Context: an optimization exercise on an open-source flow, tuned for small area. The choices shown serve that exercise and are no tape-out recipe. Function was not checked in any run shown here: the RTL went through the layout flow alone. Power is estimated from default activity; no workload was simulated.

**design/flow/flow/run.sh**
```bash
#!/bin/bash
# The standard layout (the standard.sh) with these ORFS settings:
# synthesis buffers removed at floorplan, the smallest buffer on each port,
# and a clock tree of small clock buffers without dummy loads.
set -e
bash standard.sh REMOVE_ABC_BUFFERS=1 BUFFER_PORTS_ARGS="-buffer_cell sky130_fd_sc_hd__buf_1" CTS_ARGS="-sink_clustering_enable -repair_clock_nets -dont_use_dummy_load -buf_list {sky130_fd_sc_hd__clkbuf_8}" finish > standard.log 2>&1
```
**design/flow/standard.sh**
```bash
#!/bin/bash
# synth_recipe.tcl (not shown) runs the flow's synth.tcl, then flattens the netlist and writes it again
# the make line also repeats each setting of config.mk as NAME=value (left out here)
make -C /OpenROAD-flow-scripts/flow DESIGN_CONFIG=/design/flow/config.mk WORK_HOME=/design/flow/orfs CLKGATE_MAP_FILE= SYNTH_SCRIPT=/design/flow/synth_recipe.tcl "${@:-finish}"
```
**design/flow/config.mk**
```make
export PLATFORM = sky130hd
export DESIGN_NAME = formula
export DESIGN_NICKNAME = formula
export VERILOG_FILES = /design/flow/design.v
export SDC_FILE = /design/flow/constraint.sdc
export NUM_CORES = 4
export LEC_CHECK = 0
export CAP_MARGIN = 0
export CORE_MARGIN = 2
export CORE_UTILIZATION = 65
export GPL_TIMING_DRIVEN = 0
export SLEW_MARGIN = 0
export SYNTH_HIERARCHICAL = 1
```
**design/flow/constraint.sdc**
```tcl
create_clock -name core_clock -period 6.0 [get_ports {clk}]
set_input_delay 1.2000 -clock core_clock [delete_from_list [all_inputs] [get_ports {clk}]]
set_output_delay 1.2000 -clock core_clock [all_outputs]
set_load 0.01 [all_outputs]
```
**design/flow/design.v**
```verilog
module formula # (
	parameter LEN = 8
) (
	input                         clk,
	input                         rst,
	input  signed [    LEN - 1:0] a,
	input  signed [    LEN - 1:0] b,
	input  signed [    LEN - 1:0] c,
	input  signed [    LEN - 1:0] d,
	input                         input_vld,
	output signed [3 * LEN - 1:0] res,
	output                        res_overflow,
	output                        output_vld
);
	logic [4:0] vld;
	always_ff @(posedge clk or posedge rst)
		if (rst) vld <= '0;
		else     vld <= {vld[3:0], input_vld};
	wire na1;
	wire na2;
	wire na3;
	wire na4;
	wire na5;
	wire na6;
	wire na7;
	wire na8;
	wire nc9;
	wire nc10;
	wire nc11;
	wire nc12;
	wire nc13;
	wire nc14;
	wire nc15;
	wire nc16;
	wire s17, c17;
	wire s18, c18;
	wire s19, c19;
	wire s20, c20;
	wire s21, c21;
	wire s22, c22;
	wire s23, c23;
	wire s24, c24;
	wire ov25;
	wire s26, c26;
	wire s27, c27;
	wire s28, c28;
	wire s29, c29;
	wire s30, c30;
	wire s31, c31;
	wire s32, c32;
	wire nd33;
	wire nd34;
	wire nd35;
	wire nd36;
	wire nd37;
	wire nd38;
	wire nd39;
	assign na1 = ~a[0];
	assign na2 = ~a[1];
	assign na3 = ~a[2];
	assign na4 = ~a[3];
	assign na5 = ~a[4];
	assign na6 = ~a[5];
	assign na7 = ~a[6];
	assign na8 = ~a[7];
	assign nc9 = ~c[0];
	assign nc10 = ~c[1];
	assign nc11 = ~c[2];
	assign nc12 = ~c[3];
	assign nc13 = ~c[4];
	assign nc14 = ~c[5];
	assign nc15 = ~c[6];
	assign nc16 = ~c[7];
	ha_bit u17 (.a(na1), .b(b[0]), .s(s17), .co(c17));
	fa_bit u18 (.a(na2), .b(b[1]), .ci(c17), .s(s18), .co(c18));
	fa_bit u19 (.a(na3), .b(b[2]), .ci(c18), .s(s19), .co(c19));
	fa_bit u20 (.a(na4), .b(b[3]), .ci(c19), .s(s20), .co(c20));
	fa_bit u21 (.a(na5), .b(b[4]), .ci(c20), .s(s21), .co(c21));
	fa_bit u22 (.a(na6), .b(b[5]), .ci(c21), .s(s22), .co(c22));
	fa_bit u23 (.a(na7), .b(b[6]), .ci(c22), .s(s23), .co(c23));
	fa_bit u24 (.a(na8), .b(b[7]), .ci(c23), .s(s24), .co(c24));
	assign ov25 = c23 ^ c24;
	fa_bit u26 (.a(nc11), .b(nc10), .ci(nc9), .s(s26), .co(c26));
	fa_bit u27 (.a(nc12), .b(nc11), .ci(c26), .s(s27), .co(c27));
	fa_bit u28 (.a(nc13), .b(nc12), .ci(c27), .s(s28), .co(c28));
	fa_bit u29 (.a(nc14), .b(nc13), .ci(c28), .s(s29), .co(c29));
	fa_bit u30 (.a(nc15), .b(nc14), .ci(c29), .s(s30), .co(c30));
	fa_bit u31 (.a(nc16), .b(nc15), .ci(c30), .s(s31), .co(c31));
	fa_bit u32 (.a(nc16), .b(nc16), .ci(c31), .s(s32), .co(c32));
	assign nd33 = ~d[0];
	assign nd34 = ~d[1];
	assign nd35 = ~d[2];
	assign nd36 = ~d[3];
	assign nd37 = ~d[4];
	assign nd38 = ~d[5];
	assign nd39 = ~d[6];
	logic [7:0] nx1, nd1;
	logic [9:0] ny1;
	logic       ov1;
	always_ff @(posedge clk) begin
		nx1 <= {s24, s23, s22, s21, s20, s19, s18, s17};
		ov1 <= ov25;
		ny1 <= {c32, s32, s31, s30, s29, s28, s27, s26, nc10, c[0]};
		nd1 <= {d[7], nd39, nd38, nd37, nd36, nd35, nd34, nd33};
	end
	wire pp40;
	wire pp41;
	wire pp42;
	wire pp43;
	wire pp44;
	wire pp45;
	wire pp46;
	wire pp47;
	wire pp48;
	wire pp49;
	wire pp50;
	wire pp51;
	wire pp52;
	wire pp53;
	wire pp54;
	wire pp55;
	wire pp56;
	wire pp57;
	wire pp58;
	wire pp59;
	wire pp60;
	wire pp61;
	wire pp62;
	wire pp63;
	wire pp64;
	wire pp65;
	wire pp66;
	wire pp67;
	wire pp68;
	wire pp69;
	wire pp70;
	wire pp71;
	wire pp72;
	wire pp73;
	wire pp74;
	wire pp75;
	wire pp76;
	wire pp77;
	wire pp78;
	wire pp79;
	wire pp80;
	wire pp81;
	wire pp82;
	wire pp83;
	wire pp84;
	wire pp85;
	wire pp86;
	wire pp87;
	wire pp88;
	wire pp89;
	wire pp90;
	wire pp91;
	wire pp92;
	wire pp93;
	wire pp94;
	wire pp95;
	wire pp96;
	wire pp97;
	wire pp98;
	wire pp99;
	wire pp100;
	wire pp101;
	wire pp102;
	wire pp103;
	wire pp104;
	wire pp105;
	wire pp106;
	wire pp107;
	wire pp108;
	wire pp109;
	wire pp110;
	wire pp111;
	wire pp112;
	wire pp113;
	wire pp114;
	wire pp115;
	wire pp116;
	wire pp117;
	wire pp118;
	wire pp119;
	wire s120, c120;
	wire s121, c121;
	wire s122, c122;
	wire s123, c123;
	wire s124, c124;
	wire s125, c125;
	wire s126, c126;
	wire s127, c127;
	wire s128, c128;
	wire s129, c129;
	wire s130, c130;
	wire s131, c131;
	wire s132, c132;
	wire s133, c133;
	wire s134, c134;
	wire s135, c135;
	wire s136, c136;
	wire s137, c137;
	wire s138, c138;
	wire s139, c139;
	wire s140, c140;
	wire s141, c141;
	wire s142, c142;
	wire s143, c143;
	wire s144, c144;
	wire s145, c145;
	wire s146, c146;
	wire s147, c147;
	wire s148, c148;
	wire s149, c149;
	wire s150, c150;
	wire s151, c151;
	wire s152, c152;
	wire s153, c153;
	wire s154, c154;
	wire s155, c155;
	wire s156, c156;
	wire s157, c157;
	wire s158, c158;
	wire s159, c159;
	wire s160, c160;
	wire s161, c161;
	wire s162, c162;
	wire s163, c163;
	wire s164, c164;
	wire s165, c165;
	wire s166, c166;
	wire s167, c167;
	wire s168, c168;
	wire s169, c169;
	wire s170, c170;
	wire s171, c171;
	wire s172, c172;
	wire s173, c173;
	wire s174, c174;
	wire s175, c175;
	wire s176, c176;
	wire s177, c177;
	wire s178, c178;
	wire s179, c179;
	wire s180, c180;
	wire s181, c181;
	wire s182, c182;
	wire s183, c183;
	wire s184, c184;
	wire s185, c185;
	wire s186, c186;
	wire s187, c187;
	wire s188, c188;
	wire s189, c189;
	wire s190, c190;
	wire s191, c191;
	wire s192, c192;
	wire s193, c193;
	wire s194, c194;
	wire s195, c195;
	wire s196, c196;
	wire s197;
	assign pp40 = ~(nx1[0] | ny1[0]);
	assign pp41 = ~(nx1[0] | ny1[1]);
	assign pp42 = ~(nx1[0] | ny1[2]);
	assign pp43 = ~(nx1[0] | ny1[3]);
	assign pp44 = ~(nx1[0] | ny1[4]);
	assign pp45 = ~(nx1[0] | ny1[5]);
	assign pp46 = ~(nx1[0] | ny1[6]);
	assign pp47 = ~(nx1[0] | ny1[7]);
	assign pp48 = ~(nx1[0] | ny1[8]);
	assign pp49 = ~(nx1[1] | ny1[0]);
	assign pp50 = ~(nx1[1] | ny1[1]);
	assign pp51 = ~(nx1[1] | ny1[2]);
	assign pp52 = ~(nx1[1] | ny1[3]);
	assign pp53 = ~(nx1[1] | ny1[4]);
	assign pp54 = ~(nx1[1] | ny1[5]);
	assign pp55 = ~(nx1[1] | ny1[6]);
	assign pp56 = ~(nx1[1] | ny1[7]);
	assign pp57 = ~(nx1[1] | ny1[8]);
	assign pp58 = ~(nx1[2] | ny1[0]);
	assign pp59 = ~(nx1[2] | ny1[1]);
	assign pp60 = ~(nx1[2] | ny1[2]);
	assign pp61 = ~(nx1[2] | ny1[3]);
	assign pp62 = ~(nx1[2] | ny1[4]);
	assign pp63 = ~(nx1[2] | ny1[5]);
	assign pp64 = ~(nx1[2] | ny1[6]);
	assign pp65 = ~(nx1[2] | ny1[7]);
	assign pp66 = ~(nx1[2] | ny1[8]);
	assign pp67 = ~(nx1[3] | ny1[0]);
	assign pp68 = ~(nx1[3] | ny1[1]);
	assign pp69 = ~(nx1[3] | ny1[2]);
	assign pp70 = ~(nx1[3] | ny1[3]);
	assign pp71 = ~(nx1[3] | ny1[4]);
	assign pp72 = ~(nx1[3] | ny1[5]);
	assign pp73 = ~(nx1[3] | ny1[6]);
	assign pp74 = ~(nx1[3] | ny1[7]);
	assign pp75 = ~(nx1[3] | ny1[8]);
	assign pp76 = ~(nx1[4] | ny1[0]);
	assign pp77 = ~(nx1[4] | ny1[1]);
	assign pp78 = ~(nx1[4] | ny1[2]);
	assign pp79 = ~(nx1[4] | ny1[3]);
	assign pp80 = ~(nx1[4] | ny1[4]);
	assign pp81 = ~(nx1[4] | ny1[5]);
	assign pp82 = ~(nx1[4] | ny1[6]);
	assign pp83 = ~(nx1[4] | ny1[7]);
	assign pp84 = ~(nx1[4] | ny1[8]);
	assign pp85 = ~(nx1[5] | ny1[0]);
	assign pp86 = ~(nx1[5] | ny1[1]);
	assign pp87 = ~(nx1[5] | ny1[2]);
	assign pp88 = ~(nx1[5] | ny1[3]);
	assign pp89 = ~(nx1[5] | ny1[4]);
	assign pp90 = ~(nx1[5] | ny1[5]);
	assign pp91 = ~(nx1[5] | ny1[6]);
	assign pp92 = ~(nx1[5] | ny1[7]);
	assign pp93 = ~(nx1[5] | ny1[8]);
	assign pp94 = ~(nx1[6] | ny1[0]);
	assign pp95 = ~(nx1[6] | ny1[1]);
	assign pp96 = ~(nx1[6] | ny1[2]);
	assign pp97 = ~(nx1[6] | ny1[3]);
	assign pp98 = ~(nx1[6] | ny1[4]);
	assign pp99 = ~(nx1[6] | ny1[5]);
	assign pp100 = ~(nx1[6] | ny1[6]);
	assign pp101 = ~(nx1[6] | ny1[7]);
	assign pp102 = ~(nx1[6] | ny1[8]);
	assign pp103 = (nx1[7] | ny1[0]);
	assign pp104 = (nx1[7] | ny1[1]);
	assign pp105 = (nx1[7] | ny1[2]);
	assign pp106 = (nx1[7] | ny1[3]);
	assign pp107 = (nx1[7] | ny1[4]);
	assign pp108 = (nx1[7] | ny1[5]);
	assign pp109 = (nx1[7] | ny1[6]);
	assign pp110 = (nx1[7] | ny1[7]);
	assign pp111 = (nx1[7] | ny1[8]);
	assign pp112 = (nx1[0] | ny1[9]);
	assign pp113 = (nx1[1] | ny1[9]);
	assign pp114 = (nx1[2] | ny1[9]);
	assign pp115 = (nx1[3] | ny1[9]);
	assign pp116 = (nx1[4] | ny1[9]);
	assign pp117 = (nx1[5] | ny1[9]);
	assign pp118 = (nx1[6] | ny1[9]);
	assign pp119 = ~(nx1[7] | ny1[9]);
	fa_bit u120 (.a(nd1[0]), .b(pp42), .ci(1'b1), .s(s120), .co(c120));
	fa_bit u121 (.a(pp50), .b(pp58), .ci(s120), .s(s121), .co(c121));
	fa_bit u122 (.a(nd1[1]), .b(pp43), .ci(pp51), .s(s122), .co(c122));
	fa_bit u123 (.a(pp59), .b(pp67), .ci(c120), .s(s123), .co(c123));
	fa_bit u124 (.a(s122), .b(c121), .ci(s123), .s(s124), .co(c124));
	fa_bit u125 (.a(nd1[2]), .b(pp44), .ci(pp52), .s(s125), .co(c125));
	fa_bit u126 (.a(pp60), .b(pp68), .ci(pp76), .s(s126), .co(c126));
	fa_bit u127 (.a(c122), .b(s125), .ci(s126), .s(s127), .co(c127));
	fa_bit u128 (.a(c123), .b(s127), .ci(c124), .s(s128), .co(c128));
	fa_bit u129 (.a(nd1[3]), .b(pp45), .ci(pp53), .s(s129), .co(c129));
	fa_bit u130 (.a(pp61), .b(pp69), .ci(pp77), .s(s130), .co(c130));
	fa_bit u131 (.a(pp85), .b(c125), .ci(c126), .s(s131), .co(c131));
	fa_bit u132 (.a(s129), .b(s130), .ci(c127), .s(s132), .co(c132));
	fa_bit u133 (.a(s131), .b(s132), .ci(c128), .s(s133), .co(c133));
	fa_bit u134 (.a(nd1[4]), .b(pp46), .ci(pp54), .s(s134), .co(c134));
	fa_bit u135 (.a(pp62), .b(pp70), .ci(pp78), .s(s135), .co(c135));
	fa_bit u136 (.a(pp86), .b(pp94), .ci(c129), .s(s136), .co(c136));
	fa_bit u137 (.a(c130), .b(s134), .ci(s135), .s(s137), .co(c137));
	fa_bit u138 (.a(c131), .b(s136), .ci(s137), .s(s138), .co(c138));
	fa_bit u139 (.a(c132), .b(s138), .ci(c133), .s(s139), .co(c139));
	fa_bit u140 (.a(nd1[5]), .b(pp47), .ci(1'b1), .s(s140), .co(c140));
	fa_bit u141 (.a(pp55), .b(pp63), .ci(pp71), .s(s141), .co(c141));
	fa_bit u142 (.a(pp79), .b(pp87), .ci(pp95), .s(s142), .co(c142));
	fa_bit u143 (.a(pp103), .b(c134), .ci(c135), .s(s143), .co(c143));
	fa_bit u144 (.a(s140), .b(s141), .ci(s142), .s(s144), .co(c144));
	fa_bit u145 (.a(c136), .b(c137), .ci(s143), .s(s145), .co(c145));
	fa_bit u146 (.a(s144), .b(c138), .ci(s145), .s(s146), .co(c146));
	fa_bit u147 (.a(nd1[6]), .b(pp48), .ci(pp56), .s(s147), .co(c147));
	fa_bit u148 (.a(pp64), .b(pp72), .ci(pp80), .s(s148), .co(c148));
	fa_bit u149 (.a(pp88), .b(pp96), .ci(pp104), .s(s149), .co(c149));
	fa_bit u150 (.a(c140), .b(c141), .ci(c142), .s(s150), .co(c150));
	fa_bit u151 (.a(s147), .b(s148), .ci(s149), .s(s151), .co(c151));
	fa_bit u152 (.a(c143), .b(c144), .ci(s150), .s(s152), .co(c152));
	fa_bit u153 (.a(s151), .b(c145), .ci(s152), .s(s153), .co(c153));
	fa_bit u154 (.a(nd1[7]), .b(pp57), .ci(pp65), .s(s154), .co(c154));
	fa_bit u155 (.a(pp73), .b(pp81), .ci(pp89), .s(s155), .co(c155));
	fa_bit u156 (.a(pp97), .b(pp105), .ci(pp112), .s(s156), .co(c156));
	fa_bit u157 (.a(c147), .b(c148), .ci(c149), .s(s157), .co(c157));
	fa_bit u158 (.a(s154), .b(s155), .ci(s156), .s(s158), .co(c158));
	fa_bit u159 (.a(c150), .b(c151), .ci(s157), .s(s159), .co(c159));
	fa_bit u160 (.a(s158), .b(c152), .ci(s159), .s(s160), .co(c160));
	fa_bit u161 (.a(pp66), .b(pp74), .ci(pp82), .s(s161), .co(c161));
	fa_bit u162 (.a(pp90), .b(pp98), .ci(pp106), .s(s162), .co(c162));
	fa_bit u163 (.a(pp113), .b(c154), .ci(c155), .s(s163), .co(c163));
	fa_bit u164 (.a(c156), .b(s161), .ci(s162), .s(s164), .co(c164));
	fa_bit u165 (.a(c157), .b(c158), .ci(s163), .s(s165), .co(c165));
	fa_bit u166 (.a(s164), .b(c159), .ci(s165), .s(s166), .co(c166));
	fa_bit u167 (.a(pp75), .b(pp83), .ci(pp91), .s(s167), .co(c167));
	fa_bit u168 (.a(pp99), .b(pp107), .ci(pp114), .s(s168), .co(c168));
	fa_bit u169 (.a(c161), .b(c162), .ci(s167), .s(s169), .co(c169));
	fa_bit u170 (.a(s168), .b(c163), .ci(c164), .s(s170), .co(c170));
	fa_bit u171 (.a(s169), .b(c165), .ci(s170), .s(s171), .co(c171));
	fa_bit u172 (.a(pp84), .b(pp92), .ci(pp100), .s(s172), .co(c172));
	fa_bit u173 (.a(pp108), .b(pp115), .ci(c167), .s(s173), .co(c173));
	fa_bit u174 (.a(c168), .b(s172), .ci(c169), .s(s174), .co(c174));
	fa_bit u175 (.a(s173), .b(c170), .ci(s174), .s(s175), .co(c175));
	fa_bit u176 (.a(pp93), .b(pp101), .ci(pp109), .s(s176), .co(c176));
	fa_bit u177 (.a(pp116), .b(c172), .ci(s176), .s(s177), .co(c177));
	fa_bit u178 (.a(c173), .b(s177), .ci(c174), .s(s178), .co(c178));
	fa_bit u179 (.a(pp102), .b(pp110), .ci(pp117), .s(s179), .co(c179));
	fa_bit u180 (.a(c176), .b(s179), .ci(c177), .s(s180), .co(c180));
	fa_bit u181 (.a(pp111), .b(pp118), .ci(c179), .s(s181), .co(c181));
	ha_bit u182 (.a(pp41), .b(pp49), .s(s182), .co(c182));
	ha_bit u183 (.a(s121), .b(c182), .s(s183), .co(c183));
	ha_bit u184 (.a(s124), .b(c183), .s(s184), .co(c184));
	ha_bit u185 (.a(s128), .b(c184), .s(s185), .co(c185));
	ha_bit u186 (.a(s133), .b(c185), .s(s186), .co(c186));
	ha_bit u187 (.a(s139), .b(c186), .s(s187), .co(c187));
	fa_bit u188 (.a(s146), .b(c139), .ci(c187), .s(s188), .co(c188));
	fa_bit u189 (.a(c146), .b(s153), .ci(c188), .s(s189), .co(c189));
	ha_bit u190 (.a(c153), .b(s160), .s(s190), .co(c190));
	fa_bit u191 (.a(c160), .b(s166), .ci(c190), .s(s191), .co(c191));
	fa_bit u192 (.a(c166), .b(s171), .ci(c191), .s(s192), .co(c192));
	fa_bit u193 (.a(c171), .b(s175), .ci(c192), .s(s193), .co(c193));
	fa_bit u194 (.a(c175), .b(s178), .ci(c193), .s(s194), .co(c194));
	fa_bit u195 (.a(s180), .b(c178), .ci(c194), .s(s195), .co(c195));
	fa_bit u196 (.a(s181), .b(c180), .ci(c195), .s(s196), .co(c196));
	assign s197 = pp119 ^ c181 ^ c196;
	logic [16:0] s2;
	logic        ov2;
	always_ff @(posedge clk) begin
		s2  <= {s197, s196, s195, s194, s193, s192, s191, s190, s189, s188, s187, s186, s185, s184, s183, s182, pp40};
		ov2 <= ov1;
	end
	logic [0:0] bc2;
	always_ff @(posedge clk)
		bc2 <= {c189};
	wire sg198;
	wire k199;
	wire s200, c200;
	wire s201, c201;
	wire s202, c202;
	wire s203, c203;
	wire s204, c204;
	wire s205, c205;
	wire s206, c206;
	wire s207, c207;
	wire s208, c208;
	wire s209, c209;
	wire s210, c210;
	wire s211, c211;
	wire s212, c212;
	wire s213, c213;
	wire s214, c214;
	wire s215;
	assign sg198 = s2[16] ^ (bc2[0] & s2[9] & s2[10] & s2[11] & s2[12] & s2[13] & s2[14] & s2[15]);
	assign k199 = s2[0] & sg198;
	ha_bit u200 (.a(s2[1]), .b(k199), .s(s200), .co(c200));
	ha_bit u201 (.a(s2[2]), .b(c200), .s(s201), .co(c201));
	ha_bit u202 (.a(s2[3]), .b(c201), .s(s202), .co(c202));
	ha_bit u203 (.a(s2[4]), .b(c202), .s(s203), .co(c203));
	ha_bit u204 (.a(s2[5]), .b(c203), .s(s204), .co(c204));
	ha_bit u205 (.a(s2[6]), .b(c204), .s(s205), .co(c205));
	ha_bit u206 (.a(s2[7]), .b(c205), .s(s206), .co(c206));
	ha_bit u207 (.a(s2[8]), .b(c206), .s(s207), .co(c207));
	fa_bit u208 (.a(s2[9]), .b(c207), .ci(bc2[0]), .s(s208), .co(c208));
	ha_bit u209 (.a(s2[10]), .b(c208), .s(s209), .co(c209));
	ha_bit u210 (.a(s2[11]), .b(c209), .s(s210), .co(c210));
	ha_bit u211 (.a(s2[12]), .b(c210), .s(s211), .co(c211));
	ha_bit u212 (.a(s2[13]), .b(c211), .s(s212), .co(c212));
	ha_bit u213 (.a(s2[14]), .b(c212), .s(s213), .co(c213));
	ha_bit u214 (.a(s2[15]), .b(c213), .s(s214), .co(c214));
	assign s215 = s2[16] ^ c214;
	logic [15:0] r3, r4, r5;
	always_ff @(posedge clk) begin
		r3 <= ({s215, s214, s213, s212, s211, s210, s209, s208, s207, s206, s205, s204, s203, s202, s201, s200} | {1'b0, {3{ov2}}, 12'd0}) & {~ov2, 15'h7fff};
		r4 <= r3;
		r5 <= r4;
	end
	assign output_vld   = vld[4];
	assign res_overflow = ~r5[15] & r5[14] & r5[13] & r5[12];
	assign res          = {{8{r5[15]}}, r5};
endmodule
module fa_bit (input a, input b, input ci, output s, output co);
	assign s  = a ^ b ^ ci;
	assign co = (a & b) | (a & ci) | (b & ci);
endmodule
module ha_bit (input a, input b, output s, output co);
	assign s  = a ^ b;
	assign co = a & b;
endmodule
```
==> flow_summary.toml, run 1 <==
[yosys]
synth.area.top_cells = "dfxtp_1 41%, fa_1 37%, ha_1 5.9%, nor2_1 5.3%, dfrtp_1 2.7%"
synth-edff-count = 0
synthArstFlopShare_pct = 5.05
synth_warnings = 7
synth.most_common_cell = "dfxtp_1"
yosysUniqueCellTypes = 17
ys.flop_type = "dfxtp_1"
synth_area_per_cell_sq_um = 13.3
synth_top_cell_area_share_pct = 40.6
netlist_instances = 349
yosysSeqAreaShare_pct = 43.3
synth_commonest_cells = "94 x dfxtp_1, 85 x fa_1, 65 x nor2_1, 24 x inv_1, 22 x ha_1"
synth_top_cell_by_area = "dfxtp_1"
ys_ff_latch = 99
synth_area_sq_um = 4640

[sta]
fin_crit_ns = 5.71
hold_violations = 0
setup_viol = 0
fin_skew_ns = 0.0242
rsz0062_at_grt = "false"
fmax_mhz = 175
worst_slack_ns = 0.293
finalSetupTns_ns = 0
maxSlewViolCount = 0
timing.final.crit_share_pct = 95.1

[clocking]
root_buffer = "clkbuf_8"
postCtsSetupRepairBufs = 0
cts_tree = "done"
cts.sinks = 99
cts_hold_buf = 0
postCtsResizedCells = 0
htreeDepth = 3
cts_buffer_depth = 2
clk_latency_ns = 0.36
path_clk_slew_ns = 0.09
cts_buffers = 9

[routing]
antenna_left = 0
dr.pass1.iters = 4
drt_iter0_markers = 51
avgViaCountPerCell = 4.99
routedWlPerCell_microns = 14.2
vias = 2451
drc = 0
routed_wl_mm = 6.99

[power]
intPower_uw = 1790
irDropWorstVdd_uv = 265
pwr-share-seq_pct = 38.1
p_switching_uw = 1080
comb_power_share_pct = 50.5
clockPowerShare_pct = 11.4
p_sw_share_pct = 37.6
power_uw = 2870
powerDensity_nw_per_um2 = 576
p_leak_uw = 0.00220

[floorplan]
ios = 61
die_w_microns = 88.5
initial_core_util_pct = 67.9
die_area_sq_um = 7830
fp.coreArea_sq_um = 6830
die_h_microns = 88.5
rows = 30

[hold_path]
min-delay-path-class = "reg -> reg"

[run]
cap_violations = 0

[setup_path]
critPathBufInv = 0
cp.arrival_ns = 5.94
path_common_cell = "fa_1"
worstSetupEndpointType = "flop"
required_ns = 6.23
cp_max_fo = 10
path_cells = "nor2_1, fa_1, fa_1, fa_1, fa_1, ha_1, fa_1, fa_1, fa_1, fa_1, fa_1, fa_1, xnor2_1, xnor2_1"
startpoint_type = "flop"
critPathTopFamily = "adder cells"
cpMaxStageDelayCell = "dfxtp_1"
critPathMaxStageDelay_ns = 0.61
critPathKind = "reg -> reg"

[final_layout]
drive_above_1_share_pct = 7.09
final_nets = 539
layoutNonFillerInstCount = 491
finalCoreUtilization_pct = 73.0
area_delta_synth_final_pct = 7.61
num-fill-cells = 512
diodes = 0

[grt]
grt_usage_pct = 20.7
grt_pass1_vias = 2456
grt_max_degree = 19
grt_pass1_wl_mm = 11.6
antenna_found_initial = 0
grt_overflow = 0

[status]
status = "finished clean"

[placed_design]
dp_cells = 482
place_ws_ns = 0.300
hpwl_mm = 5.44
place.gp.congestion = 0.897
portBuffers = 60
-- stage by stage --
step / hold slack [ns] / instance area, sq um
floorplan: 0.310 / 4520
global placement: 0.310 / 4870
detailed placement: 0.313 / 4870
CTS: 0.331 / 4990
global route: 0.336 / 4990
finish: 0.330 / 4990
-- per-module statistics from Yosys, one instance, submodules excluded --
module	cell area, sq um	times used	flops+latches
formula	2660	1	99
fa_bit	20.0	85	0
ha_bit	12.5	22	0
-- cell families after synthesis --
family                   after synthesis  synth area share (%)
AO/OA/AOI/OAI                          2                 0.270
XOR/XNOR                               4                 0.756
adder cells (fa/ha/maj)              107                  42.6
buffers and inverters                 48                  4.53
flip-flops                            99                  43.3
other                                  1                0.0809
AND/OR/NAND/NOR                       88                  8.45
-- registers in the layout, summed over array words and instances (netlist names) --
name / count
ny1: 10
nd1: 8
nx1: 8
ov2: 1
r5: 16
s2: 17
vld: 5
ov1: 1
r3: 16
bc2: 1
r4: 16
-- final timing paths --
check	from	to	slack, ns	cells after the start
max	nx1[0]$_DFF_P_	s2[16]$_DFF_P_	0.29	14
min	r3[6]$_DFF_P_	r4[6]$_DFF_P_	0.33	0
max reg2reg	nx1[0]$_DFF_P_	s2[16]$_DFF_P_	0.29	14
min reg2reg	r3[6]$_DFF_P_	r4[6]$_DFF_P_	0.33	0
max in group asynchronous	rst	vld[4]$_DFF_PP0_	5.12	2
min in group asynchronous	rst	vld[0]$_DFF_PP0_	0.70	2
-- routing by layer --
metal	part of all wire (%)	track usage, %	vias to the layer above	wire length, microns
li1	-	-	1121	-
met1	42	25.6	1229	2950
met2	51	35.4	89	3550
met3	5.1	4.66	12	359
met4	1.8	8.82	0	127
met5	0	0	-	0
-- placed cells by master (no fill, tap or decap) --
cell type / count
a21boi_1: 1
inv_1: 24
ha_1: 22
and4b_1: 1
nor2_1: 65
dfxtp_1: 94
dfrtp_1: 5
fa_1: 85
conb_1: 2
buf_1: 60
nand4_1: 2
o21ai_0: 1
clkbuf_8: 9
or3_1: 1
xor2_1: 1
xnor2_1: 3
or2_2: 19
-- power by group through the flow --
stage               registers (uW)  clock network, uW  logic (uW)
floorplan                     1100                  0        1080
global placement              1100                  0        1410
detailed placement            1110                  0        1480
CTS                           1100                339        1500
global route                  1120                366        1730
finish                        1090                327        1450
-- final cells by class --
| type | instances | area [sq um] | area share (%) |
|---|---|---|---|
| multi-input combinational | 203 | 2420 | 48.6 |
| sequential | 99 | 2010 | 40.2 |
| timing repair buffer | 60 | 225 | 4.51 |
| clock buffer | 9 | 124 | 2.48 |
| tap | 96 | 120 | 2.41 |
| inverter | 24 | 90.1 | 1.81 |
==> run 2, diff against run 1 <==
--- a/design/flow/config.mk
+++ b/design/flow/config.mk
@@ -9,3 +9,3 @@
 export CORE_MARGIN = 2
-export CORE_UTILIZATION = 65
+export CORE_UTILIZATION = 40
 export GPL_TIMING_DRIVEN = 0
==> flow_summary.toml, run 2 <==
[clocking]
cts_buffers = 9
htreeDepth = 3
postCtsResizedCells = 0
postCtsSetupRepairBufs = 0
root_buffer = "clkbuf_8"
cts_hold_buf = 0
clk_latency_ns = 0.38
cts_buffer_depth = 2
cts.sinks = 99
path_clk_slew_ns = 0.08
cts_tree = "done"

[power]
comb_power_share_pct = 49.8
intPower_uw = 1770
p_leak_uw = 0.00220
p_sw_share_pct = 36.8
pwr-share-seq_pct = 38.7
irDropWorstVdd_uv = 337
clockPowerShare_pct = 11.5
powerDensity_nw_per_um2 = 556
power_uw = 2810
p_switching_uw = 1030

[run]
cap_violations = 0

[final_layout]
max_flop_register = "s2"
final_nets = 539
drive_above_1_share_pct = 7.09
mostFrequentLayoutCell = "dfxtp_1"
area_delta_synth_final_pct = 8.88
largest_reg_flops = 17
diodes = 0
final_cell_mix = "94 x dfxtp_1, 85 x fa_1, 65 x nor2_1"
fin_area_sq_um = 5050
num-fill-cells = 1045

[yosys]
synth_area_per_cell_sq_um = 13.3
ys.flop_type = "dfxtp_1"
synth_warnings = 7
synth_area_sq_um = 4640
yosysUniqueCellTypes = 17
synth_top_cell_area_share_pct = 40.6
synth.area.top_cells = "dfxtp_1 41%, fa_1 37%, ha_1 5.9%, nor2_1 5.3%, dfrtp_1 2.7%"
synthArstFlopShare_pct = 5.05
yosysSeqAreaShare_pct = 43.3
synth_commonest_cells = "94 x dfxtp_1, 85 x fa_1, 65 x nor2_1, 24 x inv_1, 22 x ha_1"
netlist_instances = 349
ys_ff_latch = 99
synth-edff-count = 0
synth.most_common_cell = "dfxtp_1"
synth_top_cell_by_area = "dfxtp_1"

[setup_path]
required_ns = 6.24
reg2reg_from = "nx1[0]$_DFF_P_"
cp_max_fo = 10
cp.arrival_ns = 5.75
startpoint_type = "flop"
critPathKind = "reg -> reg"
worstSetupEndpointType = "flop"
startpoint = "nx1[0]$_DFF_P_"

[grt]
grt_pass1_vias = 2669
grt_usage_pct = 13.0
antenna_found_initial = 0
grt_overflow = 0
grt_pass1_wl_mm = 12.2
grt_max_degree = 19

[placed_design]
hpwl_mm = 5.39
place.gp.congestion = 0.818
portBuffers = 60
placed_cell_area_sq_um = 4920

[routing]
antenna_left = 0
routedWlPerCell_microns = 12.9
avgViaCountPerCell = 4.52
routed_wl_mm = 6.93
dr.pass1.iters = 4
drt_iter0_markers = 160
vias = 2430
drc = 0

[floorplan]
ios = 61
die_w_microns = 112
initial_core_util_pct = 40.8
die_h_microns = 112
die_area_sq_um = 12500
fp.coreArea_sq_um = 11400
rows = 39

[sta]
timing.final.crit_share_pct = 91.9
finalSetupTns_ns = 0
maxSlewViolCount = 0
hold_violations = 0
setup_viol = 0
fmax_mhz = 181
fin_crit_ns = 5.51
rsz0062_at_grt = "false"
fin_skew_ns = 0.0328

[hold_path]
holdCritStartpoint = "r3[14]$_DFF_P_"
min-delay-path-class = "reg -> reg"

[status]
status = "finished clean"
-- run 2: cells by family (layout without fill, tap and decap cells) --
group           Yosys count  after routing  synth area share [%]
other cells               1              2                0.0809
compound gates            2              2                 0.270
flops                    99             99                  43.3
simple gates             88             88                  8.45
xor+xnor                  4              4                 0.756
fa+ha+maj               107            107                  42.6
buf+inv                  48             93                  4.53
-- run 2: modules after synthesis (local to each module, per instance) --
module / cells inside / flip-flops and latches / cell area [sq um] / copies in the design
fa_bit: 1 / 0 / 20.0 / 85
formula: 242 / 99 / 2660 / 1
ha_bit: 1 / 0 / 12.5 / 22
-- run 2: final cells by class --
type	instances	area (sq um)	share of cell area [%]
multi-input cells	203	2420	48.0
flip-flops and latches	99	2010	39.8
repair buffers	60	225	4.46
well taps	143	179	3.54
clock buffers	9	124	2.45
inverters	24	90.1	1.78
-- run 2: per-layer routing --
metal / track usage [%] / wire, microns / part of all wire (%)
met1: 14.6 / 2660 / 38
met2: 21.8 / 3700 / 53
met3: 5.23 / 415 / 6.0
met4: 5.51 / 161 / 2.3
met5: 0 / 0 / 0
-- run 2: path summary, 6_finish.rpt --
path	endpoint	slack, ns	depth (start not counted)
hold reg to reg	r4[14]$_DFF_P_	0.31	0
setup / recovery	s2[16]$_DFF_P_	0.49	14
hold / removal	r4[14]$_DFF_P_	0.31	0
min in group asynchronous	vld[1]$_DFF_PP0_	0.67	2
max in group asynchronous	vld[4]$_DFF_PP0_	5.17	2
setup reg to reg	s2[16]$_DFF_P_	0.49	14
-- run 2: worst max-delay path, stage by stage, from the launching register on --
cell and delay [ns]:
dfxtp_1 0.59, nor2_1 0.13, fa_1 0.51, fa_1 0.46
fa_1 0.53, fa_1 0.41, ha_1 0.20, fa_1 0.37
fa_1 0.38, fa_1 0.38, fa_1 0.38, fa_1 0.38
fa_1 0.39, xnor2_1 0.14, xnor2_1 0.13
-- run 2: through the flow --
| step | worst slack [ns] | cells | hold WS (ns) | util (%) |
|---|---|---|---|---|
| 6_report | 0.486 | 538 | 0.312 | 44.4 |
| 5_1_grt | 0.217 | 538 | 0.311 | 44.4 |
| 4_1_cts | 0.417 | 538 | 0.312 | 44.4 |
| 3_5_place_dp | 0.455 | 529 | 0.312 | 43.3 |
| 3_3_place_gp | 0.490 | 529 | 0.310 | 43.3 |
| 2_1_floorplan | 0.749 | 326 | 0.310 | - |
-- run 2: power by group through the flow --
stage,clock network (uW),registers (uW),logic (uW)
2_1_floorplan,0,1100,1080
3_3_place_gp,0,1100,1440
3_5_place_dp,0,1110,1470
4_1_cts,343,1090,1470
5_1_grt,373,1120,1690
6_report,324,1090,1400
==> run 3, diff against run 2 <==
==> design/flow/flow/run.sh (replaced) <==
#!/bin/bash
# The standard layout (the standard.sh) with these ORFS settings:
# synthesis buffers removed at floorplan, the smallest buffer on each port,
# and a clock tree of small clock buffers without dummy loads.
set -e
bash standard.sh REMOVE_ABC_BUFFERS=1 BUFFER_PORTS_ARGS="-buffer_cell sky130_fd_sc_hd__buf_1" CTS_ARGS="-sink_clustering_enable -repair_clock_nets -dont_use_dummy_load -buf_list {sky130_fd_sc_hd__clkbuf_8} -sink_clustering_size 30 -sink_clustering_max_diameter 150 -sink_buffer_max_cap_derate 1.0" finish > standard.log 2>&1
==> flow_summary.toml, run 3 <==
[final_layout]
multi_input_area_sq_um = 2420
finalCoreUtilization_pct = 44.4
diodes = 0
layoutNonFillerInstCount = 538
final_nets = 539
drive_above_1_share_pct = 7.09
fin_area_sq_um = 5050
area_delta_synth_final_pct = 8.88
seq_area_sq_um = 2010
largest_reg_flops = 17
mostFrequentLayoutCell = "dfxtp_1"
num-fill-cells = 1045
final_cell_mix = "94 x dfxtp_1, 85 x fa_1, 65 x nor2_1"
max_flop_register = "s2"

[clocking]
postCtsSetupRepairBufs = 0
cts_hold_buf = 0
root_buffer = "clkbuf_8"
cts_buffer_depth = 2
cts_tree = "done"
cts.sinks = 99
postCtsResizedCells = 0
htreeDepth = 3
cts_buffers = 9
path_clk_slew_ns = 0.08
clk_latency_ns = 0.38

[sta]
fin_skew_ns = 0.0328
fin_crit_ns = 5.51
hold_violations = 0
fmax_mhz = 181
finalSetupTns_ns = 0
timing.final.crit_share_pct = 91.9
maxSlewViolCount = 0
setup_viol = 0
rsz0062_at_grt = "false"

[yosys]
synth_warnings = 7
synth-edff-count = 0
synth_xor_area_share_pct = 0.756
synth_top_family_by_area = "adder cells"
synth_commonest_cells = "94 x dfxtp_1, 85 x fa_1, 65 x nor2_1, 24 x inv_1, 22 x ha_1"
synth.most_common_cell = "dfxtp_1"
synth_fa_ha_area_share_pct = 42.6
synth-simple-area-share_pct = 8.45
synth_top_cell_area_share_pct = 40.6
synth_compound_area_share_pct = 0.270
yosysSeqAreaShare_pct = 43.3
synth_area_per_cell_sq_um = 13.3
synthMuxAreaShare_pct = 0
synth_area_sq_um = 4640
synth.area.top_cells = "dfxtp_1 41%, fa_1 37%, ha_1 5.9%, nor2_1 5.3%, dfrtp_1 2.7%"
ys_ff_latch = 99
synth_top_cell_by_area = "dfxtp_1"
netlist_instances = 349
yosysUniqueCellTypes = 17
ys.flop_type = "dfxtp_1"
synthArstFlopShare_pct = 5.05

[setup_path]
cp.arrival_ns = 5.75
required_ns = 6.24
cp_max_fo = 10
worstSetupEndpointType = "flop"
critPathKind = "reg -> reg"
startpoint_type = "flop"

[routing]
avgViaCountPerCell = 4.52
routedWlPerCell_microns = 12.9
drt_iter0_markers = 160
vias = 2430
routed_wl_mm = 6.93
dr.pass1.iters = 4
drc = 0
antenna_left = 0

[grt]
antenna_found_initial = 0
grt_max_degree = 19
grt_pass1_vias = 2669
grt_usage_pct = 13.0
grt_overflow = 0
grt_pass1_wl_mm = 12.2

[floorplan]
die_h_microns = 112
die_w_microns = 112
ios = 61
initial_core_util_pct = 40.8
die_area_sq_um = 12500
rows = 39
fp.coreArea_sq_um = 11400

[power]
irDropWorstVdd_uv = 337
powerDensity_nw_per_um2 = 556
power_uw = 2810
p_leak_uw = 0.00220

[placed_design]
placed_cell_area_sq_um = 4920
place.gp.congestion = 0.818
portBuffers = 60
dp_cells = 529
hpwl_mm = 5.39

[status]
status = "finished clean"

[hold_path]
min-delay-path-class = "reg -> reg"

[run]
cap_violations = 0
==> run 3: power breakdown <==
group          switching, uW  leakage, uW  internal, uW
sequential               129     0.000850           957
combinational            714      0.00128           682
clock                    189    0.0000647           134
==> run 3: routing by layer <==
metal	global-route usage, %	routed length (microns)	up-vias
met4	5.51	161	0
met3	5.23	415	11
met5	0	0	-
met1	14.6	2660	1222
met2	21.8	3700	75
li1	-	-	1122
==> run 3: logic make-up after synthesis <==
group                    after synthesis
buffers and inverters                 48
AND/OR/NAND/NOR                       88
flip-flops                            99
adder cells (fa/ha/maj)              107
other                                  1
XOR/XNOR                               4
AO/OA/AOI/OAI                          2
==> run 3: critical path, cell delays in order (launching register included) <==
cell and delay [ns]:
dfxtp_1 0.59, nor2_1 0.13, fa_1 0.51, fa_1 0.46, fa_1 0.53, fa_1 0.41
ha_1 0.20, fa_1 0.37, fa_1 0.38, fa_1 0.38, fa_1 0.38, fa_1 0.38
fa_1 0.39, xnor2_1 0.14, xnor2_1 0.13
==> run 3: cell type report <==
| class | instances | area share (%) |
|---|---|---|
| Timing Repair Buffer | 60 | 4.46 |
| Clock buffer | 9 | 2.45 |
| Tap cell | 143 | 3.54 |
| Sequential cell | 99 | 39.8 |
| Inverter | 24 | 1.78 |
| Multi-Input combinational cell | 203 | 48.0 |
==> run 3: path summary, 6_finish.rpt <==
kind                                      from          endpoint  slack [ns]  cells after the start
worst max-delay path            nx1[0]$_DFF_P_    s2[16]$_DFF_P_        0.49                     14
worst min-delay path            r3[14]$_DFF_P_    r4[14]$_DFF_P_        0.31                      0
worst max register to register  nx1[0]$_DFF_P_    s2[16]$_DFF_P_        0.49                     14
worst min register to register  r3[14]$_DFF_P_    r4[14]$_DFF_P_        0.31                      0
max in group asynchronous                  rst  vld[4]$_DFF_PP0_        5.17                      2
min in group asynchronous                  rst  vld[1]$_DFF_PP0_        0.67                      2
==> run 3: metrics by stage <==
step                setup slack [ns]  hold slack (ns)
floorplan                      0.749            0.310
global placement               0.490            0.310
detailed placement             0.455            0.312
CTS                            0.417            0.312
global route                   0.217            0.311
finish                         0.486            0.312
==> run 3: Yosys stat by module (local to each module, per instance) <==
module | cells | copies in the design | flip-flops and latches | cell area [sq um]
ha_bit | 1 | 22 | 0 | 12.5
fa_bit | 1 | 85 | 0 | 20.0
formula | 242 | 1 | 99 | 2660
==> run 4, diff against run 3 <==
==> design/flow/flow/run.sh (replaced) <==
#!/bin/bash
# The standard layout (the standard.sh) with these ORFS settings:
# synthesis buffers removed at floorplan, the smallest buffer on each port,
# and a clock tree of small clock buffers without dummy loads.
set -e
bash standard.sh REMOVE_ABC_BUFFERS=1 BUFFER_PORTS_ARGS="-buffer_cell sky130_fd_sc_hd__buf_1" CTS_ARGS="-sink_clustering_enable -repair_clock_nets -dont_use_dummy_load -buf_list {sky130_fd_sc_hd__clkbuf_4 sky130_fd_sc_hd__clkbuf_8} -root_buf sky130_fd_sc_hd__clkbuf_8 -sink_clustering_size 12 -sink_buffer_max_cap_derate 1.0" finish > standard.log 2>&1
==> flow_summary.toml, run 4 <==
[setup_path]
path_common_cell = "fa_1"
startpoint = "nx1[0]$_DFF_P_"
critPathMaxStageDelay_ns = 0.59
reg2reg_from = "nx1[0]$_DFF_P_"
critPathKind = "reg -> reg"
worstSetupEndpointType = "flop"
cpMaxStageDelayCell = "dfxtp_1"
path_cells = "nor2_1, fa_1, fa_1, fa_1, fa_1, ha_1, fa_1, fa_1, fa_1, fa_1, fa_1, fa_1, xnor2_1, xnor2_1"
cp.arrival_ns = 5.75
cp_max_fo = 10
startpoint_type = "flop"
required_ns = 6.24

[final_layout]
diodes = 0
layoutNonFillerInstCount = 538
largest_reg_flops = 17
final_nets = 539
mostFrequentLayoutCell = "dfxtp_1"
fin_area_sq_um = 5050
area_delta_synth_final_pct = 8.88
final_cell_mix = "94 x dfxtp_1, 85 x fa_1, 65 x nor2_1"
max_flop_register = "s2"
drive_above_1_share_pct = 7.09

[yosys]
synth_area_per_cell_sq_um = 13.3
ys_ff_latch = 99
synth.most_common_cell = "dfxtp_1"
synth_area_sq_um = 4640
yosysUniqueCellTypes = 17
synthArstFlopShare_pct = 5.05
synth-edff-count = 0
yosysSeqAreaShare_pct = 43.3
ys.flop_type = "dfxtp_1"
netlist_instances = 349
synth_top_cell_by_area = "dfxtp_1"
synth_top_cell_area_share_pct = 40.6
synth.area.top_cells = "dfxtp_1 41%, fa_1 37%, ha_1 5.9%, nor2_1 5.3%, dfrtp_1 2.7%"
synth_warnings = 7
synth_commonest_cells = "94 x dfxtp_1, 85 x fa_1, 65 x nor2_1, 24 x inv_1, 22 x ha_1"

[floorplan]
rows = 39
ios = 61
fp.coreArea_sq_um = 11400
die_area_sq_um = 12500
initial_core_util_pct = 40.8
die_h_microns = 112
die_w_microns = 112

[sta]
fmax_mhz = 181
hold_violations = 0
finalSetupTns_ns = 0
worst_slack_ns = 0.486
timing.final.crit_share_pct = 91.9
fin_crit_ns = 5.51
maxSlewViolCount = 0
hold_ws_ns = 0.312
setup_viol = 0
fin_skew_ns = 0.0328
rsz0062_at_grt = "false"

[run]
cap_violations = 0

[power]
p_leak_uw = 0.00220
powerDensity_nw_per_um2 = 556
irDropWorstVdd_uv = 337

[grt]
antenna_found_initial = 0
grt_max_degree = 19
met1_usage_pct = 14.6
grt_busiest_layer = "met2"
grt_pass1_wl_mm = 12.2
grt_usage_pct = 13.0
use_met3_pct = 5.23
met2_usage_pct = 21.8
grt_pass1_vias = 2669
grt_overflow = 0

[placed_design]
dp_cells = 529
portBuffers = 60
place.gp.congestion = 0.818
placed_cell_area_sq_um = 4920
hpwl_mm = 5.39
place_ws_ns = 0.455

[routing]
drt_iter0_markers = 160
routed_wl_mm = 6.93
vias = 2430
avgViaCountPerCell = 4.52
routedWlPerCell_microns = 12.9
dr.pass1.iters = 4
antenna_left = 0
drc = 0

[clocking]
cts_buffers = 9
cts_tree = "done"
cts_hold_buf = 0
clk_latency_ns = 0.38
root_buffer = "clkbuf_8"
postCtsResizedCells = 0
cts_buffer_depth = 2
htreeDepth = 3
path_clk_slew_ns = 0.08
cts.sinks = 99
postCtsSetupRepairBufs = 0

[status]
status = "finished clean"

[hold_path]
holdCritStartpoint = "r3[14]$_DFF_P_"
min-delay-path-class = "reg -> reg"
[run 4: cell counts in the layout (fill, tap and decap cells not counted)]
No cell type changed its count.
[run 4: final timing paths]
check / end / slack [ns] / cells past startpoint
max in group asynchronous: vld[4]$_DFF_PP0_ / 5.17 / 2
max: s2[16]$_DFF_P_ / 0.49 / 14
min in group asynchronous: vld[1]$_DFF_PP0_ / 0.67 / 2
max reg2reg: s2[16]$_DFF_P_ / 0.49 / 14
min: r4[14]$_DFF_P_ / 0.31 / 0
min reg2reg: r4[14]$_DFF_P_ / 0.31 / 0
[run 4: critical path: cells and delay by family (launching register included)]
kind	cells	cell delay [ns]
XOR/XNOR	2	0.27
adder cells (fa/ha/maj)	11	4.39
flip-flops	1	0.59
AND/OR/NAND/NOR	1	0.13
[run 4: kinds of logic (layout without fill, tap and decap cells)]
logic type	count (synthesis)	after routing	synth area share, %
AND/OR/NAND/NOR	88	88	8.45
flip-flops	99	99	43.3
buffers and inverters	48	93	4.53
adder cells (fa/ha/maj)	107	107	42.6
XOR/XNOR	4	4	0.756
AO/OA/AOI/OAI	2	2	0.270
other	1	2	0.0809
[run 4: Yosys stat by module (local to each module, per instance)]
module   copies in the design  flip-flops and latches
fa_bit                     85                       0
formula                     1                      99
ha_bit                     22                       0
[run 4: cell type report]
class | count | area, sq um
fill | 1045 | 6320
multi-input combinational | 203 | 2420
sequential | 99 | 2010
timing repair buffer | 60 | 225
tap | 143 | 179
clock buffer | 9 | 124
inverter | 24 | 90.1
[run 4: where the power goes]
part	switching [uW]	internal, uW	total, uW
clock network	189	134	324
logic	714	682	1400
registers	129	957	1090
[run 4: layer usage]
metal  wire, microns  share of wire (%)  up-vias
met5               0                  0        -
met4             161                2.3        0
met3             415                6.0       11
met2            3700                 53       75
met1            2660                 38     1222
li1                -                  -     1122
[run 4: metrics by stage]
step	util, %	total power, uW
finish	44.4	2810
global route	44.4	3180
CTS	44.4	2910
detailed placement	43.3	2580
global placement	43.3	2540
floorplan	-	2180
==> run 5, diff against run 4 <==
--- a/design/flow/design.v
+++ b/design/flow/design.v
@@ -257,8 +257,3 @@
 	wire s191, c191;
-	wire s192, c192;
-	wire s193, c193;
-	wire s194, c194;
-	wire s195, c195;
-	wire s196, c196;
-	wire s197;
+	wire s192;
 	assign pp40 = ~(nx1[0] | ny1[0]);
@@ -406,17 +401,12 @@
 	ha_bit u182 (.a(pp41), .b(pp49), .s(s182), .co(c182));
-	ha_bit u183 (.a(s121), .b(c182), .s(s183), .co(c183));
-	ha_bit u184 (.a(s124), .b(c183), .s(s184), .co(c184));
-	ha_bit u185 (.a(s128), .b(c184), .s(s185), .co(c185));
-	ha_bit u186 (.a(s133), .b(c185), .s(s186), .co(c186));
-	ha_bit u187 (.a(s139), .b(c186), .s(s187), .co(c187));
-	fa_bit u188 (.a(s146), .b(c139), .ci(c187), .s(s188), .co(c188));
-	fa_bit u189 (.a(c146), .b(s153), .ci(c188), .s(s189), .co(c189));
-	ha_bit u190 (.a(c153), .b(s160), .s(s190), .co(c190));
-	fa_bit u191 (.a(c160), .b(s166), .ci(c190), .s(s191), .co(c191));
-	fa_bit u192 (.a(c166), .b(s171), .ci(c191), .s(s192), .co(c192));
-	fa_bit u193 (.a(c171), .b(s175), .ci(c192), .s(s193), .co(c193));
-	fa_bit u194 (.a(c175), .b(s178), .ci(c193), .s(s194), .co(c194));
-	fa_bit u195 (.a(s180), .b(c178), .ci(c194), .s(s195), .co(c195));
-	fa_bit u196 (.a(s181), .b(c180), .ci(c195), .s(s196), .co(c196));
-	assign s197 = pp119 ^ c181 ^ c196;
+	ha_bit u183 (.a(s146), .b(c139), .s(s183), .co(c183));
+	fa_bit u184 (.a(c146), .b(s153), .ci(c183), .s(s184), .co(c184));
+	ha_bit u185 (.a(c153), .b(s160), .s(s185), .co(c185));
+	fa_bit u186 (.a(c160), .b(s166), .ci(c185), .s(s186), .co(c186));
+	fa_bit u187 (.a(c166), .b(s171), .ci(c186), .s(s187), .co(c187));
+	fa_bit u188 (.a(c171), .b(s175), .ci(c187), .s(s188), .co(c188));
+	fa_bit u189 (.a(c175), .b(s178), .ci(c188), .s(s189), .co(c189));
+	fa_bit u190 (.a(s180), .b(c178), .ci(c189), .s(s190), .co(c190));
+	fa_bit u191 (.a(s181), .b(c180), .ci(c190), .s(s191), .co(c191));
+	assign s192 = pp119 ^ c181 ^ c191;
 	logic [16:0] s2;
@@ -424,10 +414,15 @@
 	always_ff @(posedge clk) begin
-		s2  <= {s197, s196, s195, s194, s193, s192, s191, s190, s189, s188, s187, s186, s185, s184, s183, s182, pp40};
+		s2  <= {s192, s191, s190, s189, s188, s187, s186, s185, s184, s183, s139, s133, s128, s124, s121, s182, pp40};
 		ov2 <= ov1;
 	end
-	logic [0:0] bc2;
+	logic [1:0] bc2;
 	always_ff @(posedge clk)
-		bc2 <= {c189};
-	wire sg198;
-	wire k199;
+		bc2 <= {c184, c182};
+	wire sg193;
+	wire k194;
+	wire s195, c195;
+	wire s196, c196;
+	wire s197, c197;
+	wire s198, c198;
+	wire s199, c199;
 	wire s200, c200;
@@ -442,29 +437,24 @@
 	wire s209, c209;
-	wire s210, c210;
-	wire s211, c211;
-	wire s212, c212;
-	wire s213, c213;
-	wire s214, c214;
-	wire s215;
-	assign sg198 = s2[16] ^ (bc2[0] & s2[9] & s2[10] & s2[11] & s2[12] & s2[13] & s2[14] & s2[15]);
-	assign k199 = s2[0] & sg198;
-	ha_bit u200 (.a(s2[1]), .b(k199), .s(s200), .co(c200));
-	ha_bit u201 (.a(s2[2]), .b(c200), .s(s201), .co(c201));
-	ha_bit u202 (.a(s2[3]), .b(c201), .s(s202), .co(c202));
-	ha_bit u203 (.a(s2[4]), .b(c202), .s(s203), .co(c203));
-	ha_bit u204 (.a(s2[5]), .b(c203), .s(s204), .co(c204));
-	ha_bit u205 (.a(s2[6]), .b(c204), .s(s205), .co(c205));
-	ha_bit u206 (.a(s2[7]), .b(c205), .s(s206), .co(c206));
-	ha_bit u207 (.a(s2[8]), .b(c206), .s(s207), .co(c207));
-	fa_bit u208 (.a(s2[9]), .b(c207), .ci(bc2[0]), .s(s208), .co(c208));
-	ha_bit u209 (.a(s2[10]), .b(c208), .s(s209), .co(c209));
-	ha_bit u210 (.a(s2[11]), .b(c209), .s(s210), .co(c210));
-	ha_bit u211 (.a(s2[12]), .b(c210), .s(s211), .co(c211));
-	ha_bit u212 (.a(s2[13]), .b(c211), .s(s212), .co(c212));
-	ha_bit u213 (.a(s2[14]), .b(c212), .s(s213), .co(c213));
-	ha_bit u214 (.a(s2[15]), .b(c213), .s(s214), .co(c214));
-	assign s215 = s2[16] ^ c214;
+	wire s210;
+	assign sg193 = s2[16] ^ (s2[15] & (s2[14] & (s2[13] & (s2[12] & (s2[11] & (s2[10] & ((s2[9] & (s2[8] & (s2[7] & (s2[6] & (s2[5] & (s2[4] & (s2[3] & (s2[2] & bc2[0])))))))) | (s2[9] & bc2[1]) | ((s2[8] & (s2[7] & (s2[6] & (s2[5] & (s2[4] & (s2[3] & (s2[2] & bc2[0]))))))) & bc2[1]))))))));
+	assign k194 = s2[0] & sg193;
+	ha_bit u195 (.a(s2[1]), .b(k194), .s(s195), .co(c195));
+	fa_bit u196 (.a(s2[2]), .b(c195), .ci(bc2[0]), .s(s196), .co(c196));
+	ha_bit u197 (.a(s2[3]), .b(c196), .s(s197), .co(c197));
+	ha_bit u198 (.a(s2[4]), .b(c197), .s(s198), .co(c198));
+	ha_bit u199 (.a(s2[5]), .b(c198), .s(s199), .co(c199));
+	ha_bit u200 (.a(s2[6]), .b(c199), .s(s200), .co(c200));
+	ha_bit u201 (.a(s2[7]), .b(c200), .s(s201), .co(c201));
+	ha_bit u202 (.a(s2[8]), .b(c201), .s(s202), .co(c202));
+	fa_bit u203 (.a(s2[9]), .b(c202), .ci(bc2[1]), .s(s203), .co(c203));
+	ha_bit u204 (.a(s2[10]), .b(c203), .s(s204), .co(c204));
+	ha_bit u205 (.a(s2[11]), .b(c204), .s(s205), .co(c205));
+	ha_bit u206 (.a(s2[12]), .b(c205), .s(s206), .co(c206));
+	ha_bit u207 (.a(s2[13]), .b(c206), .s(s207), .co(c207));
+	ha_bit u208 (.a(s2[14]), .b(c207), .s(s208), .co(c208));
+	ha_bit u209 (.a(s2[15]), .b(c208), .s(s209), .co(c209));
+	assign s210 = s2[16] ^ c209;
 	logic [15:0] r3, r4, r5;
 	always_ff @(posedge clk) begin
-		r3 <= ({s215, s214, s213, s212, s211, s210, s209, s208, s207, s206, s205, s204, s203, s202, s201, s200} | {1'b0, {3{ov2}}, 12'd0}) & {~ov2, 15'h7fff};
+		r3 <= ({s210, s209, s208, s207, s206, s205, s204, s203, s202, s201, s200, s199, s198, s197, s196, s195} | {1'b0, {3{ov2}}, 12'd0}) & {~ov2, 15'h7fff};
 		r4 <= r3;
==> design/flow/flow/run.sh (replaced) <==
#!/bin/bash
# The standard layout (the standard.sh) with these ORFS settings:
# synthesis buffers removed at floorplan, the smallest buffer on each port,
# and a clock tree of small clock buffers without dummy loads.
set -e
bash standard.sh REMOVE_ABC_BUFFERS=1 BUFFER_PORTS_ARGS="-buffer_cell sky130_fd_sc_hd__buf_1" CTS_ARGS="-sink_clustering_enable -repair_clock_nets -dont_use_dummy_load -buf_list {sky130_fd_sc_hd__clkbuf_16} -root_buf sky130_fd_sc_hd__clkbuf_8 -sink_clustering_size 30 -sink_clustering_max_diameter 200" finish > standard.log 2>&1
==> flow_summary.toml, run 5 <==
[final_layout]
final_cell_mix = "95 x dfxtp_1, 85 x fa_1, 65 x nor2_1"
num-fill-cells = 1045
fin_area_sq_um = 5040
final_nets = 533
largest_reg_flops = 17
max_flop_register = "s2"
area_delta_synth_final_pct = 8.89
seq_area_sq_um = 2030
multi_input_area_sq_um = 2400
drive_above_1_share_pct = 7.36
diodes = 0
mostFrequentLayoutCell = "dfxtp_1"

[clocking]
cts.sinks = 100
root_buffer = "clkbuf_8"
htreeDepth = 3
cts_tree = "done"
postCtsResizedCells = 0
postCtsSetupRepairBufs = 0
path_clk_slew_ns = 0.11
cts_buffers = 9
cts_buffer_depth = 2
cts_hold_buf = 0
clk_latency_ns = 0.36

[routing]
routed_wl_mm = 7.26
dr.pass1.iters = 4
antenna_left = 0
routedWlPerCell_microns = 13.5
drc = 0
drt_iter0_markers = 153
avgViaCountPerCell = 4.52
vias = 2428

[setup_path]
r2r-end = "s2[16]$_DFF_P_"
crit_end = "s2[16]$_DFF_P_"
startpoint_type = "flop"
cpMaxStageDelayCell = "dfxtp_1"
critPathMaxStageDelay_ns = 0.61
critPathKind = "reg -> reg"
reg2reg_from = "nx1[0]$_DFF_P_"
worstSetupEndpointType = "flop"
critPathTopFamily = "adder cells"
cp.depth = 14
cp_max_fo = 10
path_cells = "nor2_1, fa_1, fa_1, fa_1, fa_1, ha_1, fa_1, fa_1, fa_1, fa_1, fa_1, fa_1, xnor2_1, xnor2_1"
critPathBufInv = 0
rrSetupSlack_ns = 0.20
startpoint = "nx1[0]$_DFF_P_"
required_ns = 6.24
r2r_cells = 14
path_common_cell = "fa_1"
cp.arrival_ns = 6.04

[placed_design]
placed_cell_area_sq_um = 4920
hpwl_mm = 5.62
portBuffers = 60
place.gp.congestion = 0.858

[yosys]
synth_area_sq_um = 4630
synth_area_per_cell_sq_um = 13.3
synthArstFlopShare_pct = 5.00
ys_ff_latch = 100
netlist_instances = 348
yosysUniqueCellTypes = 19
synth-edff-count = 0
synth_top_cell_by_area = "dfxtp_1"
synth.most_common_cell = "dfxtp_1"
synth_warnings = 7
synth_top_cell_area_share_pct = 41.1
synth_commonest_cells = "95 x dfxtp_1, 85 x fa_1, 65 x nor2_1, 24 x inv_1, 19 x or2_2"
synth.area.top_cells = "dfxtp_1 41%, fa_1 37%, nor2_1 5.3%, ha_1 4.6%, dfrtp_1 2.7%"
ys.flop_type = "dfxtp_1"
yosysSeqAreaShare_pct = 43.8

[sta]
maxSlewViolCount = 0
rsz0062_at_grt = "false"
finalSetupTns_ns = 0
fin_crit_ns = 5.80
hold_violations = 0
fin_skew_ns = 0.0320
fmax_mhz = 172
timing.final.crit_share_pct = 96.7
setup_viol = 0

[power]
power_uw = 2870
irDropWorstVdd_uv = 215
p_leak_uw = 0.00217
powerDensity_nw_per_um2 = 569

[grt]
antenna_found_initial = 0
grt_pass1_wl_mm = 12.5
grt_usage_pct = 12.8
grt_pass1_vias = 2678
grt_max_degree = 20
grt_overflow = 0

[hold_path]
min-delay-path-class = "reg -> reg"
worstHoldPathCells = 0

[floorplan]
rows = 39
initial_core_util_pct = 40.7
die_h_microns = 112
fp.coreArea_sq_um = 11400
die_area_sq_um = 12500
die_w_microns = 112
ios = 61

[status]
status = "finished clean"

[run]
cap_violations = 0
[run 5: changes by cell type after synthesis, sizes merged]
cell | previous run | this run
nand4 | 2 | 3
o31ai | 0 | 1
or4 | 0 | 1
ha | 22 | 17
dfxtp | 94 | 95
o2bb2a | 0 | 1
or3 | 1 | 0
o211ai | 0 | 1
o21ai | 1 | 0
[run 5: how the worst min path moves through the flow]
stage | to | from | slack (ns)
floorplan | ov2$_DFF_P_ | ov1$_DFF_P_ | 0.31
global placement | r4[15]$_DFF_P_ | r3[15]$_DFF_P_ | 0.31
detailed placement | r5[10]$_DFF_P_ | r4[10]$_DFF_P_ | 0.31
CTS | r4[12]$_DFF_P_ | r3[12]$_DFF_P_ | 0.31
global route | r5[14]$_DFF_P_ | r4[14]$_DFF_P_ | 0.31
finish | r4[12]$_DFF_P_ | r3[12]$_DFF_P_ | 0.30
[run 5: where the power goes]
group | internal, uW | switching, uW
combinational | 691 | 743
clock | 135 | 196
sequential | 964 | 141
[run 5: cells by family (layout without fill, tap and decap cells)]
kind of cell               after synthesis  after routing  share of synthesized area, %
AOI/OAI and AO/OA                        4              4                         0.919
DFF                                    100            100                          43.8
other                                    1              2                        0.0810
xor gates and xnor gates                 4              4                         0.756
and+or+nand+nor                         89             89                          8.62
buffers and inverters                   48             93                          4.54
adders and majority gates              102            102                          41.3
[run 5: final cells by class]
class / instances / area share [%]
inverter: 24 / 1.79
multi-input combinational: 201 / 47.6
sequential: 100 / 40.2
timing repair buffer: 60 / 4.47
clock buffer: 9 / 2.46
tap: 143 / 3.55
[run 5: routing by layer]
layer | global-route usage, % | share of wire [%] | routed length [microns] | vias up
li1 | - | - | - | 1120
met1 | 15.6 | 44 | 3160 | 1205
met2 | 21.7 | 49 | 3540 | 94
met3 | 3.54 | 6.1 | 441 | 9
met4 | 5.27 | 1.6 | 114 | 0
met5 | 0 | 0 | 0 | -
[run 5: modules after synthesis, one instance, submodules excluded]
module / cells inside / flip-flops and latches / area (sq um) / times used
formula: 246 / 100 / 2720 / 1
fa_bit: 1 / 0 / 20.0 / 85
ha_bit: 1 / 0 / 12.5 / 17
[run 5: per-stage QoR]
stage,util (%),cells,setup slack [ns],hold slack (ns)
after floorplan,-,325,0.749,0.310
after detailed placement,43.3,528,0.230,0.312
final,44.4,537,0.200,0.302
after global placement,43.3,528,0.267,0.312
after global routing,44.4,537,0.0230,0.315
after CTS,44.4,537,0.204,0.309

[re-timing with driven ports]
Ports are ideal in the flow. The routed layouts listed here were re-timed in OpenROAD. Step 1 assumes that a clkbuf_16 drives the clock port and a buf_2 every other input. Step 2, shift: input delay + t, output delay - t, t = (earliest + latest rising clock arrival at the registers) / 2. This alone moves slack from input paths to output paths. Three values: no drivers, after step 1, after step 2; two values: the first two.
| run | t, ns | slack for setup (ns) | clock arrival spread, ns | slew at the worst register clock pin (ns) | cell pins on the clock port's net |
|---|---|---|---|---|---|
| run 1 | 0.380 | 0.293 / 0.293 / 0.293 | 0.025 / 0.024 | 0.09 / 0.09 | 1 |
| run 2 | 0.393 | 0.486 / 0.486 / 0.486 | 0.033 / 0.033 | 0.10 / 0.10 | 1 |
| run 3 | 0.393 | 0.486 / 0.486 / 0.486 | 0.033 / 0.033 | 0.10 / 0.10 | 1 |
| run 4 | 0.393 | 0.486 / 0.486 / 0.486 | 0.033 / 0.033 | 0.10 / 0.10 | 1 |
| run 5 | 0.382 | 0.200 / 0.200 / 0.200 | 0.034 / 0.033 | 0.11 / 0.11 | 1 |
After both steps every run listed still meets setup and hold.
